Source: an optimization exercise on an open RTL-to-GDS flow (aim: small area and a short achievable clock period). Production flows keep margins and buffers that such runs may drop. Function was checked by simulation only, so behaviour that the tests miss may differ from the original. Power is estimated from default activity; no workload was simulated.

Setup of job 1819:
Design ALU, start of the top module:
module ALU
  (input [31:0] ALUA,
    input [31:0] ALUB,
    input [3:0] ALUControl,
    input ALUFlagIn,
    input Clk,
    output reg [31:0] ALUResult,
    output reg [3:0] ALUFlags);
==> flow/config.mk <==
export PLATFORM = sky130hd
export DESIGN_NAME = ALU
export DESIGN_NICKNAME = ALU
export VERILOG_FILES = /design/flow/design.v
export SDC_FILE = /design/flow/constraint.sdc
export NUM_CORES = 4
export LEC_CHECK = 0
export ABC_AREA = 1
export CAP_MARGIN = 20
export CORE_MARGIN = 2
export CORE_UTILIZATION = 65
export SETUP_SLACK_MARGIN = 5
export SLEW_MARGIN = 20
==> flow/constraint.sdc <==
create_clock -name core_clock -period 11.5 [get_ports {Clk}]
set_input_delay 2.3000 -clock core_clock [delete_from_list [all_inputs] [get_ports {Clk}]]
set_output_delay 2.3000 -clock core_clock [all_outputs]
set_load 0.01 [all_outputs]
standard.sh (not shown) runs the stock make flow with config.mk's settings and CLKGATE_MAP_FILE= SYNTH_SCRIPT=/design/flow/synth_recipe.tcl, a recipe that flattens the netlist after the stock synthesis.
==> flow/flow/run.sh <==
#!/bin/bash
# The standard layout (standard.sh) with these make settings on top of config.mk:
#  - ADDER_MAP_FILE empty: no Yosys full/half adder extraction, so ABC maps the whole datapath;
#  - port buffers are buf_1 cells instead of the resizer's default pick;
set -euo pipefail
bash standard.sh ADDER_MAP_FILE= "BUFFER_PORTS_ARGS=-buffer_cell sky130_fd_sc_hd__buf_1" SETUP_SLACK_MARGIN=6.2 finish > flow_make.log 2>&1
Job 1819 went all the way through the flow, and no timing, DRC or antenna check failed.
Edits applied to the flow inputs when going from job 1819 to job 9058:
Settings: swapping 65 for 40 in CORE_UTILIZATION.
==> flow/flow/run.sh <==
#!/bin/bash
# The standard layout with two changes: Yosys's full/half adder extraction is off
# (ADDER_MAP_FILE empty) so that ABC maps the whole datapath, and the port buffers
# are buf_1 cells instead of the resizer's default pick.
set -euo pipefail
bash standard.sh ADDER_MAP_FILE= "BUFFER_PORTS_ARGS=-buffer_cell sky130_fd_sc_hd__buf_1" ${EXTRA_MAKE_ARGS:-} finish > flow_make.log 2>&1
Findings:
- Tightest slew margin relative to the limit on job 9058 is ahead of job 1819.
- Job 9058 ended up with a lower via count than job 1819 did.
- Count of cells resized by post-cts repair down 2 in job 9058 wrt job 1819
- Job 9058: global-route usage is 15 points lower than what job 1819 reported.
- Area of the core on job 9058 is behind job 1819.
- Summary: with job 1819 as the reference, total of plain and repair buffers excluding clock buffers in job 9058 moved down by more than 10%.
- Job 9058 vs. job 1819: sum of routed wire segments on met1 went up by 2900 um.
- | final cell count | higher: job 9058 |
- Diff job 1819..job 9058 | multiplexer fraction of the synthesized cell area | negligible
- Run comparison: job 9058 worst setup path endpoint ALUResult[30]; job 1819 worst setup path endpoint ALUResult[21]
- Going from job 1819 to job 9058, the global-route wire length before repair was found to have gone up by 3700 um.
Input changes introduced in job 4470 (baseline for comparison: job 9058):
Settings: CTS_BUF_LIST: unset -> sky130_fd_sc_hd__clkbuf_8; CORE_UTILIZATION: 40 -> 65.
==> flow/flow/run.sh <==
#!/bin/bash
# The standard layout (standard.sh) with these make settings on top of config.mk:
#  - ADDER_MAP_FILE empty: no Yosys full/half adder extraction, so ABC maps the whole datapath;
#  - port buffers are buf_1 cells instead of the resizer's default pick;
set -euo pipefail
bash standard.sh ADDER_MAP_FILE= "BUFFER_PORTS_ARGS=-buffer_cell sky130_fd_sc_hd__buf_1" SETUP_SLACK_MARGIN=6 finish > flow_make.log 2>&1
## What came out
When job 4470 is measured against job 9058, its critical path arrival turns out 490 ps lower. Compared with job 9058, job 4470 shows number of filler cells placed in the layout that has gone down by more than a quarter. Compared to job 9058, job 4470 shows a wider setup margin. Re synthesized cell count: no difference whatsoever between job 4470 and job 9058. Final area on job 4470 is ahead of job 9058. Combinational power delta (job 4470 -> job 9058): insignificant. Layout buffer count excluding clock buffers of job 4470 exceeds that of job 9058 by a few percent. Compared with job 9058, job 4470 shows a utilization that is 28 points higher. Diff job 9058 -> job 4470 | post-layout total power | down by a few percent.
Changes in job 1689 relative to job 4470:
Settings: a deleted CTS_BUF_LIST that had been sky130_fd_sc_hd__clkbuf_8.
==> flow/flow/run.sh <==
#!/bin/bash
# The standard layout with two changes: Yosys's full/half adder extraction is off
# (ADDER_MAP_FILE empty) so that ABC maps the whole datapath, and the port buffers
# are buf_1 cells instead of the resizer's default pick.
set -euo pipefail
bash standard.sh ADDER_MAP_FILE= "BUFFER_PORTS_ARGS=-buffer_cell sky130_fd_sc_hd__buf_1" ${EXTRA_MAKE_ARGS:-} finish > flow_make.log 2>&1
## What came out
Job 1689 finished every step from synthesis to the final layout, and the layout passed the timing, DRC and antenna checks.
On job 1689: layout-stage area growth over the synthesis result is 0.51 points lower than what job 4470 gave.
From job 4470 to job 1689 the numbers moved as follows: internal power contribution up 12%, proportion of power drawn by the clock network went up, critical path depth increased 10.
Diff job 1689..job 4470 | sum of met3 wire segment lengths after detailed routing | negligible
Going from job 4470 to job 1689, the post-layout total power was found to have gone up by 5.6%.
When the final numbers for job 4470 and job 1689 were put side by side, the share of cell area taken by multi-input logic gates turned out to be greater in job 4470.
The following lists how job 5313 was set up differently from job 1689:
==> flow/run.sh (new file) <==
#!/bin/bash
# synth_recipe.tcl (not shown) runs the flow's synth.tcl, then flattens the netlist and writes it again
# the make line also repeats each setting of config.mk as NAME=value (left out here)
make -C /OpenROAD-flow-scripts/flow DESIGN_CONFIG=/design/flow/config.mk WORK_HOME=/design/flow/orfs CLKGATE_MAP_FILE= SYNTH_SCRIPT=/design/flow/synth_recipe.tcl finish
removed: flow/flow/run.sh
removed: flow/standard.sh
Notes after the runs:
Job 5313 | stages: all done | timing, DRC, antenna: all pass. Compared with job 1689, in job 5313 worst-case hold slack saw an increase, floorplan row count now larger, biggest cell delay along the critical path +160 ps, routed wire length increased by about 10% relative to the old numbers. Relative to job 1689, met1 track demand over resource in global routing has increased by 0.18 points in job 5313. Higher buffer count excluding the clock tree in the final layout was reported by job 5313, not job 1689. Taking job 1689 as the reference, in job 5313 global-route wire length before repair +about 6%; filler cell count -126.
Here is what was changed in the inputs of job 7281 compared with job 5313.
==> flow/flow/run.sh (new file) <==
#!/bin/bash
# The standard layout (standard.sh) with these make settings on top of config.mk:
#  - ADDER_MAP_FILE empty: no Yosys full/half adder extraction, so ABC maps the whole datapath;
#  - port buffers are buf_1 cells instead of the resizer's default pick;
set -euo pipefail
bash standard.sh ADDER_MAP_FILE= "BUFFER_PORTS_ARGS=-buffer_cell sky130_fd_sc_hd__buf_1" SETUP_SLACK_MARGIN=6 finish > flow_make.log 2>&1
==> flow/standard.sh (new file) <==
#!/bin/bash
# synth_recipe.tcl (not shown) runs the flow's synth.tcl, then flattens the netlist and writes it again
# the make line also repeats each setting of config.mk as NAME=value (left out here)
make -C /OpenROAD-flow-scripts/flow DESIGN_CONFIG=/design/flow/config.mk WORK_HOME=/design/flow/orfs CLKGATE_MAP_FILE= SYNTH_SCRIPT=/design/flow/synth_recipe.tcl "${@:-finish}"
removed: flow/run.sh
Notes after the runs:
- Job 5313: done, clean on timing, DRC and antenna
- In summary, job 7281 completed successfully, with a layout that passed the timing, DRC and antenna checks.
- Diff job 5313 -> job 7281 | final HPWL from detailed placement | decrease of about 3%
- CTS H-tree depth: job 5313 vs job 7281 identical
- When the final numbers for job 5313 and job 7281 were put side by side, the synthesized net count turned out to be greater in job 5313.
- Job 7281 ended up with a lower mean area per synthesized cell than job 5313 did.

## what the ideal ports hide
The flow's constraints put no driver on any port. The routed layouts listed below were extracted and timed again, unchanged, in two steps. Step 1 sets driving cells, clkbuf_16 on the clock port and buf_2 on the other inputs (assumed; they add their load-dependent delay and slew). Step 2 also shifts input and output timing later by t, the mid clock arrival at the registers, as if the neighbouring blocks saw the same clock. Slacks: no drivers / after step 1 / after step 2; pairs: no drivers / after step 1.
run	shift t [ns]	slack for setup (ns)	hold slack, ns	worst setup path after step 2	cell pins on the clock port's net
job 1819	0.323	6.202 / 6.215 / 5.892	2.413 / 2.402 / 2.696	input to register	1
job 9058	0.326	5.569 / 5.579 / 5.253	2.549 / 2.532 / 2.703	input to register	1
job 4470	0.340	6.091 / 6.101 / 5.761	2.426 / 2.416 / 2.700	input to register	1
job 1689	0.320	5.618 / 5.632 / 5.312	2.470 / 2.458 / 2.698	input to register	1
job 5313	0.326	5.138 / 5.155 / 4.829	2.508 / 2.515 / 2.841	input to register	1
job 7281	0.321	6.146 / 6.161 / 5.841	2.460 / 2.447 / 2.698	input to register	1
After both steps setup and hold are still met in every run listed. The setup slack of job 4470, which loses most, moves by +0.010 ns with the drivers and by -0.330 ns with both steps.
